Source: an optimization exercise on an open RTL-to-GDS flow (aim: a short achievable clock period and few clock cycles). Production flows keep margins and buffers that such runs may drop. For this run, only the layout was checked, not whether the RTL still works. Power figures rest on the tool's default switching activity, not on a simulated workload.

==> flow/design.v <==
module ALU(
	result,
	eq,
	zsum,
	a,
	b,
	sel_sum,
	sel_diff,
	sel_slt,
	sel_and
	);
output [15:0] result;
output eq;
output zsum;
input [15:0] a, b;
input sel_sum, sel_diff, sel_slt, sel_and;
function [15:0] ksadd;
	input [15:0] a;
	input [15:0] b;
	input cin;
	reg [15:0] g, p, gg, pp, g2, p2;
	integer k, d;
	begin
		g = a & b;
		p = a ^ b;
		gg = g;
		pp = p;
		gg[0] = g[0] | (p[0] & cin);
		for (d = 1; d < 16; d = d * 2) begin
			g2 = gg;
			p2 = pp;
			for (k = d; k < 16; k = k + 1) begin
				g2[k] = gg[k] | (pp[k] & gg[k-d]);
				p2[k] = pp[k] & pp[k-d];
			end
			gg = g2;
			pp = p2;
		end
		ksadd = p ^ {gg[14:0], cin};
	end
endfunction
wire [15:0] sum  = ksadd(a, b, 1'b0);
wire [15:0] diff = ksadd(a, ~b, 1'b1);
assign result = ({16{sel_sum}}  & sum)
              | ({16{sel_diff}} & diff)
              | ({16{sel_slt}}  & {15'd0, diff[15]})
              | ({16{sel_and}}  & (a & b));
assign eq = (a == b);
assign zsum = ((a ^ b) == {a[14:0] | b[14:0], 1'b0});
endmodule
module PMIPSL0(
	imemaddr,	 
	dmemaddr,	 
	dmemwdata,	 
	dmemwrite,	 
	dmemread,	 
	clock,
	imemrdata,	 
	dmemrdata,	 
	reset		 
	);
output [15:0] imemaddr;
output [15:0] dmemaddr;
output [15:0] dmemwdata;
output dmemwrite;
output dmemread;
input [16:0] imemrdata;
input [15:0] dmemrdata;
input clock;
input reset;
parameter NB = 2;	 
localparam NBW = 1;	 
integer i;
function [15:1] inc15;
	input [15:1] a;
	reg [15:1] c;
	integer k;
	begin
		c[1] = 1'b1;
		for (k = 2; k < 16; k = k + 1) c[k] = c[k-1] & a[k-1];
		inc15 = a ^ c;
	end
endfunction
function [8:0] ksadd8;
	input [7:0] a;
	input [7:0] b;
	reg [7:0] g, p, gg, pp, g2, p2;
	integer k, d;
	begin
		g = a & b;
		p = a ^ b;
		gg = g;
		pp = p;
		for (d = 1; d < 8; d = d * 2) begin
			g2 = gg;
			p2 = pp;
			for (k = d; k < 8; k = k + 1) begin
				g2[k] = gg[k] | (pp[k] & gg[k-d]);
				p2[k] = pp[k] & pp[k-d];
			end
			gg = g2;
			pp = p2;
		end
		ksadd8 = {gg[7], p ^ {gg[6:0], 1'b0}};
	end
endfunction
function [7:1] onehot;
	input [2:0] r;
	integer k;
	begin
		for (k = 1; k < 8; k = k + 1) onehot[k] = (r == k);
	end
endfunction
reg [15:1] pc_o;
reg [15:1] pc_n;
wire [15:1] pc = ~pc_n;
reg        id_valid;
reg [16:0] id_ins;
reg [15:1] id_pc;
reg [15:1] id_pc2;
reg        id_ubeq;	 
reg        id_cbeq;	 
reg [7:1]  id_rs1h, id_rt1h;
reg        id_pred;		 
reg [6:0]  id_pimm;		 
reg        ex_bad;		 
reg        ex_sdld;		 
reg        ex_rw;		 
reg        ex_load;
reg        ex_store;
reg [2:0]  ex_dest;
reg        ex_cbeq;		 
reg [15:1] ex_tgt;
reg [15:0] ex_a, ex_b, ex_sd;
reg        ex_sel_sum, ex_sel_diff, ex_sel_slt, ex_sel_and;
reg        m_rw;
reg        m_read;
reg        m_load_n;
wire       m_load = ~m_load_n;
reg        m_store;
reg [2:0]  m_dest;
reg [15:0] m_addr;
reg [15:0] m_res_n;
wire [15:0] m_res = ~m_res_n;
reg [15:0] m_sd;
reg [15:0] rf [1:7];
reg [7:1]  rvalid;
wire [7:1] m_we = m_rw ? onehot(m_dest) : 7'd0;
always @(posedge clock)
	if (reset) rvalid <= 7'd0;
	else rvalid <= rvalid | m_we;
always @(posedge clock)
	for (i = 1; i < 8; i = i + 1)
		if (m_we[i]) rf[i] <= m_load ? dmemrdata : m_res;
wire [3:0] op = id_ins[16:13];
wire [2:0] rs = id_ins[12:10];
wire [2:0] rt = id_ins[9:7];
wire [2:0] rd = id_ins[6:4];
wire [15:0] simm = {{9{id_ins[6]}}, id_ins[6:0]};
wire d_rtype = (op == 4'd0) | (op == 4'd1) | (op == 4'd2);
wire d_lw    = (op == 4'd3);
wire d_sw    = (op == 4'd4);
wire d_addi  = (op == 4'd6);
wire d_andi  = (op == 4'd7);
wire d_use_rs = d_rtype | d_lw | d_sw | id_cbeq | d_addi | d_andi;
wire d_use_rt = d_rtype | d_sw | id_cbeq;
wire [2:0] d_dest = d_rtype ? rd : rt;
wire d_rw = (d_rtype | d_lw | d_addi | d_andi) & (d_dest != 3'd0);
wire d_imm = d_lw | d_sw | d_addi | d_andi;
wire [8:0] id_bsum = {1'b0, id_pc2[7:1]} + {2'b0, id_ins[6:0]};
wire [7:0] id_blo = id_bsum[7:0];
wire [15:8] id_phi = id_pc2[15:8];
wire [15:8] id_hip = id_phi + 8'd1;
wire [15:8] id_him = id_phi - 8'd1;
wire [15:8] id_bhi = id_ins[6] ? (id_blo[7] ? id_phi : id_him)
                               : (id_blo[7] ? id_hip : id_phi);
wire [15:1] id_btgt = {id_bhi, id_blo[6:0]};
reg stall_r;
wire stall = id_valid & stall_r;
reg sdld_r;
wire [15:0] A = ex_a;
wire [15:0] B = ex_b;
wire [15:0] alu;
wire eq, z_sum;
ALU ALU(
	alu,		 
	eq,		 
	z_sum,		 
	A,
	B,
	ex_sel_sum,
	ex_sel_diff,
	ex_sel_slt,
	ex_sel_and
	);
wire ex_redirect = (ex_cbeq & eq) | ex_bad;
wire a_ex = ex_rw & (ex_dest == rs);
wire b_ex = ex_rw & (ex_dest == rt);
wire a_m = ~a_ex & m_rw & (m_dest == rs);
wire b_m = ~b_ex & m_rw & (m_dest == rt);
wire [7:1] a_rf = (a_ex | a_m) ? 7'd0 : (id_rs1h & rvalid);
wire [7:1] b_rf = (b_ex | b_m) ? 7'd0 : (id_rt1h & rvalid);
function [15:0] opnd;
	input m;
	input [7:1] sel;
	reg [15:0] v;
	integer k;
	begin
		v = ({16{m & m_load}} & dmemrdata) | ({16{m & ~m_load}} & m_res);
		for (k = 1; k < 8; k = k + 1) v = v | ({16{sel[k]}} & rf[k]);
		opnd = v;
	end
endfunction
reg e_fwd;
wire e_ok = e_fwd & (ex_sel_sum | ex_sel_diff);
wire e_taken = e_ok & (ex_sel_sum ? z_sum : eq);
wire id_redirect = id_valid & ~stall & ((id_ubeq ^ id_pred) | e_taken);
wire [15:1] id_rtgt = (id_ubeq | e_taken) ? id_btgt : id_pc2;
wire [15:0] o_b = d_imm ? simm : opnd(b_m, b_rf);
wire [15:0] v_a  = a_ex ? alu : opnd(a_m, a_rf);
wire [15:0] v_b  = (b_ex & ~d_imm) ? alu : o_b;
wire [15:0] v_sd = b_ex ? alu : opnd(b_m, b_rf);
reg [15:1] btb_tag [0:NB-1];
reg [15:1] btb_tgt [0:NB-1];
reg [6:0]  btb_imm [0:NB-1];
reg [NB-1:0] btb_v;
reg [NBW-1:0] btb_ptr;
reg        btb_hit;
reg [15:1] btb_target;
reg [6:0]  btb_pimm;
always @(*) begin
	btb_hit = 1'b0;
	btb_target = 15'd0;
	btb_pimm = 7'd0;
	for (i = 0; i < NB; i = i + 1)
		if (btb_v[i] && btb_tag[i] == pc) begin
			btb_hit = 1'b1;
			btb_target = btb_target | btb_tgt[i];
			btb_pimm = btb_pimm | btb_imm[i];
		end
end
wire btb_we = id_valid & id_ubeq & ~id_pred;
always @(posedge clock)
	if (reset) begin
		btb_v <= 0;
		btb_ptr <= 0;
	end else if (btb_we) begin
		btb_v[btb_ptr] <= 1'b1;
		btb_ptr <= btb_ptr + 1'b1;
	end
always @(posedge clock)
	if (btb_we) begin
		btb_tag[btb_ptr] <= id_pc;
		btb_tgt[btb_ptr] <= id_btgt;
		btb_imm[btb_ptr] <= id_ins[6:0];
	end
wire [15:1] pc2 = pc + 15'd1;
wire [3:0] f_op = imemrdata[16:13];
wire f_j = f_op[3] & ~f_op[2] & ~(f_op[1] & f_op[0]);	 
wire f_beq = (f_op == 4'd5);
wire f_same = (imemrdata[12:10] == imemrdata[9:7]);
wire [15:1] f_jtgt = {1'b0, pc2[15:14], imemrdata[11:0]};
wire f_pred = btb_hit & ~f_j;
wire id_redir0 = id_valid & ~stall & (id_ubeq ^ id_pred);
wire [15:1] pc_rest = id_redir0 ? (id_ubeq ? id_btgt : id_pc2)
                    : stall ? pc
                    : f_j ? f_jtgt
                    : btb_hit ? btb_target
                    : pc2;
wire e_take = id_valid & ~stall & e_taken;
wire [15:1] pc_next = ex_redirect ? ex_tgt : (e_take ? id_btgt : pc_rest);
always @(posedge clock)
	if (reset) begin
		pc_o <= 15'd0;
		pc_n <= 15'h7fff;
	end else begin
		pc_o <= pc_next;
		pc_n <= ~pc_next;
	end
assign imemaddr = {pc_o, 1'b0};
always @(posedge clock)
	if (reset | ex_redirect) id_valid <= 1'b0;
	else if (!stall) id_valid <= ~id_redirect;
always @(posedge clock)
	if (!stall) begin
		id_ins <= imemrdata;
		id_pc <= pc;
		id_pc2 <= pc2;
		id_ubeq <= f_beq & f_same;
		id_cbeq <= f_beq & ~f_same;
		id_rs1h <= onehot(imemrdata[12:10]);
		id_rt1h <= onehot(imemrdata[9:7]);
		id_pred <= f_pred;
		id_pimm <= btb_pimm;
	end
wire id_go = id_valid & ~stall & ~ex_redirect;
wire [2:0] f_rs = imemrdata[12:10];
wire [2:0] f_rt = imemrdata[9:7];
wire f_rtype = (f_op == 4'd0) | (f_op == 4'd1) | (f_op == 4'd2);
wire f_use_rs = ~f_op[3] & ~(f_beq & f_same);
wire f_use_rt = f_rtype | (f_beq & ~f_same);
wire f_rs0 = (f_rs == 3'd0);
wire f_rt0 = (f_rt == 3'd0);
wire f_ecand = f_beq & (f_rs0 ^ f_rt0);
wire [2:0] f_er = f_rs0 ? f_rt : f_rs;
always @(posedge clock)
	if (reset) e_fwd <= 1'b0;
	else e_fwd <= id_go & d_rw & ~d_lw & f_ecand & (f_er == d_dest);
always @(posedge clock)
	if (reset) begin
		stall_r <= 1'b0;
		sdld_r <= 1'b0;
	end else begin
		stall_r <= id_go & d_lw & d_rw &
			((f_use_rs & (f_rs == d_dest)) | (f_use_rt & (f_rt == d_dest)));
		sdld_r <= id_go & d_lw & d_rw & (f_op == 4'd4) & (f_rt == d_dest);
	end
always @(posedge clock)
	if (reset | ~id_go) begin
		ex_bad <= 1'b0;
		ex_sdld <= 1'b0;
		ex_rw <= 1'b0;
		ex_load <= 1'b0;
		ex_store <= 1'b0;
		ex_cbeq <= 1'b0;
	end else begin
		ex_bad <= id_pred & id_ubeq & (id_pimm != id_ins[6:0]);
		ex_sdld <= sdld_r;
		ex_rw <= d_rw;
		ex_load <= d_lw;
		ex_store <= d_sw;
		ex_cbeq <= id_cbeq & ~e_ok;
	end
always @(posedge clock) begin
	ex_dest <= d_dest;
	ex_tgt <= id_btgt;
	ex_a <= v_a;
	ex_b <= v_b;
	ex_sd <= v_sd;
	ex_sel_sum  <= (op == 4'd0) | d_lw | d_sw | d_addi;
	ex_sel_diff <= (op == 4'd1);
	ex_sel_slt  <= (op == 4'd2);
	ex_sel_and  <= d_andi;
end
always @(posedge clock)
	if (reset) begin
		m_rw <= 1'b0;
		m_read <= 1'b0;
		m_load_n <= 1'b1;
		m_store <= 1'b0;
	end else begin
		m_rw <= ex_rw;
		m_read <= ex_load;
		m_load_n <= ~ex_load;
		m_store <= ex_store;
	end
always @(posedge clock) begin
	m_dest <= ex_dest;
	m_addr <= alu;
	m_res_n <= ~alu;
	m_sd <= ex_sdld ? dmemrdata : ex_sd;
end
assign dmemaddr = m_addr;
assign dmemwdata = m_sd;
assign dmemwrite = m_store;
assign dmemread = m_read;
endmodule
==> flow/flow/run.sh <==
#!/bin/bash
# Standard ORFS layout (the standard.sh) with these changes to how it is
# made, none to the constraints (the SDC is the standard flow's, unchanged):
#  - timing repair aims below the real clock period (a larger setup margin);
#  - slow wide OR/NOR cells, and the adder and majority cells, are added to
#    the platform's don't-use list, so synthesis and repair build that logic
#    (adders included) from faster gates;
#  - modules are synthesized separately (then flattened, as standard.sh
#    does), so the ALU is mapped on its own.
set -euo pipefail
PLATFORM_DONT_USE="sky130_fd_sc_hd__probe_p_8 sky130_fd_sc_hd__probec_p_8
 sky130_fd_sc_hd__lpflow_bleeder_1
 sky130_fd_sc_hd__lpflow_clkbufkapwr_1 sky130_fd_sc_hd__lpflow_clkbufkapwr_16
 sky130_fd_sc_hd__lpflow_clkbufkapwr_2 sky130_fd_sc_hd__lpflow_clkbufkapwr_4
 sky130_fd_sc_hd__lpflow_clkbufkapwr_8
 sky130_fd_sc_hd__lpflow_clkinvkapwr_1 sky130_fd_sc_hd__lpflow_clkinvkapwr_16
 sky130_fd_sc_hd__lpflow_clkinvkapwr_2 sky130_fd_sc_hd__lpflow_clkinvkapwr_4
 sky130_fd_sc_hd__lpflow_clkinvkapwr_8
 sky130_fd_sc_hd__lpflow_decapkapwr_12 sky130_fd_sc_hd__lpflow_decapkapwr_3
 sky130_fd_sc_hd__lpflow_decapkapwr_4 sky130_fd_sc_hd__lpflow_decapkapwr_6
 sky130_fd_sc_hd__lpflow_decapkapwr_8
 sky130_fd_sc_hd__lpflow_inputiso0n_1 sky130_fd_sc_hd__lpflow_inputiso0p_1
 sky130_fd_sc_hd__lpflow_inputiso1n_1 sky130_fd_sc_hd__lpflow_inputiso1p_1
 sky130_fd_sc_hd__lpflow_inputisolatch_1
 sky130_fd_sc_hd__lpflow_isobufsrc_1 sky130_fd_sc_hd__lpflow_isobufsrc_16
 sky130_fd_sc_hd__lpflow_isobufsrc_2 sky130_fd_sc_hd__lpflow_isobufsrc_4
 sky130_fd_sc_hd__lpflow_isobufsrc_8 sky130_fd_sc_hd__lpflow_isobufsrckapwr_16
 sky130_fd_sc_hd__lpflow_lsbuf_lh_hl_isowell_tap_1
 sky130_fd_sc_hd__lpflow_lsbuf_lh_hl_isowell_tap_2
 sky130_fd_sc_hd__lpflow_lsbuf_lh_hl_isowell_tap_4
 sky130_fd_sc_hd__lpflow_lsbuf_lh_isowell_4
 sky130_fd_sc_hd__lpflow_lsbuf_lh_isowell_tap_1
 sky130_fd_sc_hd__lpflow_lsbuf_lh_isowell_tap_2
 sky130_fd_sc_hd__lpflow_lsbuf_lh_isowell_tap_4"
SLOW="sky130_fd_sc_hd__or4_1 sky130_fd_sc_hd__or4_2 sky130_fd_sc_hd__or4_4
 sky130_fd_sc_hd__or4b_1 sky130_fd_sc_hd__or4b_2 sky130_fd_sc_hd__or4b_4
 sky130_fd_sc_hd__or4bb_1 sky130_fd_sc_hd__or4bb_2 sky130_fd_sc_hd__or4bb_4
 sky130_fd_sc_hd__nor4_1 sky130_fd_sc_hd__nor4_2 sky130_fd_sc_hd__nor4_4
 sky130_fd_sc_hd__nor4b_1 sky130_fd_sc_hd__nor4b_2 sky130_fd_sc_hd__nor4b_4
 sky130_fd_sc_hd__nor4bb_1 sky130_fd_sc_hd__nor4bb_2 sky130_fd_sc_hd__nor4bb_4
 sky130_fd_sc_hd__o41a_1 sky130_fd_sc_hd__o41a_2 sky130_fd_sc_hd__o41a_4
 sky130_fd_sc_hd__o41ai_1 sky130_fd_sc_hd__o41ai_2 sky130_fd_sc_hd__o41ai_4
 sky130_fd_sc_hd__fa_1 sky130_fd_sc_hd__fa_2 sky130_fd_sc_hd__fa_4
 sky130_fd_sc_hd__ha_1 sky130_fd_sc_hd__ha_2 sky130_fd_sc_hd__ha_4
 sky130_fd_sc_hd__maj3_1 sky130_fd_sc_hd__maj3_2 sky130_fd_sc_hd__maj3_4"
DONT_USE=$(echo $PLATFORM_DONT_USE $SLOW)
bash standard.sh SETUP_SLACK_MARGIN=5.6 TNS_END_PERCENT=100 \
  "DONT_USE_CELLS=$DONT_USE" SYNTH_HIERARCHICAL=1 finish > standard_flow.log 2>&1
==> flow/standard.sh <==
#!/bin/bash
# synth_recipe.tcl (not shown) runs the flow's synth.tcl, then flattens the netlist and writes it again
# the make line also repeats each setting of config.mk as NAME=value (left out here)
make -C /OpenROAD-flow-scripts/flow DESIGN_CONFIG=/design/flow/config.mk WORK_HOME=/design/flow/orfs CLKGATE_MAP_FILE= SYNTH_SCRIPT=/design/flow/synth_recipe.tcl "${@:-finish}"
==> flow/config.mk <==
export PLATFORM = sky130hd
export DESIGN_NAME = PMIPSL0
export DESIGN_NICKNAME = PMIPSL0
export VERILOG_FILES = /design/flow/design.v
export SDC_FILE = /design/flow/constraint.sdc
export NUM_CORES = 4
export LEC_CHECK = 0
export ABC_CLOCK_PERIOD_IN_PS = 2000
export CAP_MARGIN = 20
export CORE_MARGIN = 2
export CORE_UTILIZATION = 40
export PLACE_DENSITY = 0.6
export SLEW_MARGIN = 20
export TNS_END_PERCENT = 100
==> flow/constraint.sdc <==
create_clock -name core_clock -period 8.0 [get_ports {clock}]
set_input_delay 1.6000 -clock core_clock [delete_from_list [all_inputs] [get_ports {clock}]]
set_output_delay 1.6000 -clock core_clock [all_outputs]
set_load 0.01 [all_outputs]
==> flow_metrics.tcl <==
set metrics [dict create \
    outcome "no timing/DRC/antenna violations" \
    synth_cell_types 90 \
    drv_slew 0 \
    power_switching_uw 1280 \
    grt_pass1_wl_um 91600 \
    dr_total_vias 15400 \
    dieArea_um2 50300 \
    gp_congestion 0.884 \
    leakage_uw 0.00965 \
    yosysWarnings 9 \
    place_hpwl_um 36600 \
    clock_path_buffers 3 \
    syn_nets 1721 \
    vias_per_cell 5.96 \
    power_density_nw_per_um2 203 \
    cts_tree "yes" \
    slowest_delay_ns 0.43 \
    finalCritPeriodShare 0.407 \
    rsz0062_at_grt "yes" \
    coreArea_um2 47800 \
    drt-total-wl_um 63000 \
    crit_top_cell "o31ai_2" \
    tns_ns 0 \
    die_x_um 224 \
    wl_per_cell_um 24.4 \
    required_ns 8.47 \
    r2r_slack_ns 4.75 \
    crit_fanout 4 \
    final.min_clock_period_ns 3.25 \
    finalHoldViolCount 0 \
    synth_seq_cells 432 \
    syn_area_um2 19400 \
    end_kind "flop" \
    numCtsBuffers 46 \
    drive_above_1_share 0.382 \
    placed_area_um2 21400 \
    power_frac_clock 0.421 \
    cp-start-kind "flop" \
    synth_ff_type "edfxtp_1" \
    ys_seq_area_frac 0.579 \
    path_clk_slew_ns 0.07 \
    area_delta_synth_final_pct 34.7 \
    ant_nets 0 \
    clk_latency_ns 0.60 \
    grt_max_degree 43 \
    final_cell_mix "edfxtp_1 (257), buf_4 (183), dfxtp_1 (112), nand2_1 (94), nor2_1 (82)" \
    initial_core_util 0.405 \
    synth_edf_count 257 \
    synthArstFlopShare 0 \
    combPwrFrac 0.105 \
    cp_cell_sequence "buf_4 > a21oi_4 > o31ai_2 > or2_4 > a32oi_4 > o31ai_2 > nor2_2 > xor2_1 > a221o_2 > a222oi_1 > nand4_1 > mux2_4" \
    max-vdd-ir-drop_v 0.000179 \
    htreeDepth 2 \
    drc 0 \
    cts-root-buf "clkbuf_16" \
    path_class "reg2reg" \
    fin_nets 1962 \
    clock.fmax_mhz 307 \
    switching_share 0.242 \
    portBuffers 83 \
    layout_commonest_cell "edfxtp_1" \
    die_y_um 224 \
    holdBufCountCts 0 \
    avgSynthCellArea_um2 11.5 \
    num_io_pins 85 \
    drv_cap 0 \
    tightest_slew_ns 1.10 \
    cts_sinks 432 \
    setup_viol 0 \
    firstDrtPassIters 5 \
    grt-ovfl-total 0 \
    design_area_um2 26100 \
    crit_slowest_cell "a221o_2" \
    skew_ns 0.0239 \
    maxSlewHeadroom 0.265 \
    hold_class "reg2reg" \
    antenna-diode-count 0 \
    drt_iter0_markers 1807 \
    syn_inst 1686 \
    antenna_found_initial 1 \
    grt_pass1_vias 14800 \
    rows 80 \
    p_int_uw 4020 \
    cp_data_arrival_time_ns 3.73 \
    grt_usage 0.242 \
    seqPwrFrac 0.474 \
]
## synth_stat cells, types with 11 or more instances
master	n	area, um^2
xor2_1	68	596
xnor2_1	67	587
dfxtp_1	175	3500
a21o_1	11	82.6
a22oi_1	86	646
nand2b_1	21	131
a32oi_1	27	236
inv_1	61	229
clkbuf_1	73	274
buf_2	37	185
nand4_1	22	138
a221o_1	35	350
a221oi_1	35	307
edfxtp_1	257	7720
a21oi_1	75	375
nor2_1	116	435
and3_1	24	150
a22o_1	14	123
mux2_2	32	360
mux2i_1	14	140
nor3_1	38	190
nand2_1	106	398
nor2b_1	19	119
nand3_1	24	120
nor3b_1	11	82.6
o21ai_0	47	235
## final timing paths
| check | start | end | cells past startpoint |
|---|---|---|---|
| max | ex_b[0] | ex_b[13] | 12 |
| min | ex_dest[1] | m_dest[1] | 0 |
| max reg2reg | ex_b[0] | ex_b[13] | 12 |
| min reg2reg | ex_dest[1] | m_dest[1] | 0 |
## per-layer routing
| metal | global-route usage | up-vias | share of wire |
|---|---|---|---|
| met2 | 0.389 | 792 | 0.46 |
| met3 | 0.0445 | 159 | 0.089 |
| met1 | 0.327 | 7562 | 0.41 |
| met4 | 0.0925 | 0 | 0.039 |
| met5 | 0 | - | 0 |
| li1 | - | 6857 | - |
## Yosys stat by module, one instance, submodules excluded
module | times used | flops+latches | area (um^2) | cells inside
ALU | 1 | 0 | 2390 | 371
PMIPSL0 | 1 | 432 | 17000 | 1315
## through the flow
stage | utilization | std cells | setup slack, ns | hold WS [ns] | power (uW)
2_1_floorplan | - | 1686 | 5.05 | 0.375 | 2810
3_3_place_gp | 0.447 | 2292 | 3.92 | 0.396 | 2950
3_5_place_dp | 0.447 | 2292 | 3.91 | 0.400 | 2950
4_1_cts | 0.522 | 2515 | 4.80 | 0.399 | 5250
5_1_grt | 0.546 | 2580 | 4.65 | 0.410 | 5450
6_report | 0.546 | 2580 | 4.75 | 0.397 | 5290
## area by class of cell
type	instances	area [um^2]
Clock inverter	19	243
Clock buffer	67	1360
Inverter	61	265
Sequential cell	432	11400
Tap cell	615	769
Timing Repair Buffer	314	2830
Fill cell	3967	21700
Multi-Input combinational cell	1072	9310
## worst max-delay path, delay by kind of cell (launching register included)
kind	cells	cell delay, ns
AO/OA/AOI/OAI	6	1.48
XOR/XNOR	1	0.08
buffers and inverters	1	0.14
flip-flops	1	0.37
multiplexers	1	0.35
AND/OR/NAND/NOR	3	0.73
## state kept, by name, summed over array words and instances (netlist names), 16 cells and up
name and flops:
btb_tag 30, m_res_n 16, m_addr 16, ex_b 16, rf 112, ex_a 16, m_sd 16, ex_sd 16
btb_tgt 30, id_ins 17
## cell families after synthesis
logic type / after synthesis / share of synthesized area
DFF: 432 / 0.579
other: 1 / 0.000193
and+or+nand+nor: 439 / 0.115
AOI/OAI and AO/OA: 445 / 0.174
buffers and inverters: 183 / 0.0401
xor gates and xnor gates: 140 / 0.0663
muxes: 46 / 0.0258
## power groups by stage
stage,Combinational (uW),Sequential (uW),Clock (uW)
floorplan,293,2520,0
global placement,392,2550,0
detailed placement,396,2560,0
CTS,483,2510,2260
global route,590,2520,2350
finish,554,2510,2230
## repair_timing
action                     CTS  global route
gates resized for setup    565           127
cloned                       6             0
buffers inserted           131            65
setup endpoints to repair  259           247
pin swaps                  110            59

==> separate check: timing with driven ports <==
Ports are ideal in the flow. The routed layout listed here was re-timed in OpenROAD.
Step 1 assumes that a clkbuf_16 drives the clock port and a buf_2 every other input.
Step 2 adds t to the input delays and takes it off the output delays; t is the mean of the earliest and latest rising clock arrival at the registers after step 1. Input paths then give back, and output paths get back, about the clock's delay inside the block.
Slacks: no drivers / after step 1 / after step 2; pairs: no drivers / after step 1.
shift t [ns]: 0.643
slack for setup (ns): 4.745 / 4.745 / 4.557
worst setup path after step 2: input to register
clock arrival spread, ns: 0.025 / 0.025
cell pins on the clock port's net: 1
After both steps setup and hold are still met in this run. For this run, drivers alone change the setup slack by 0.000 ns; drivers and shift together by -0.188 ns.
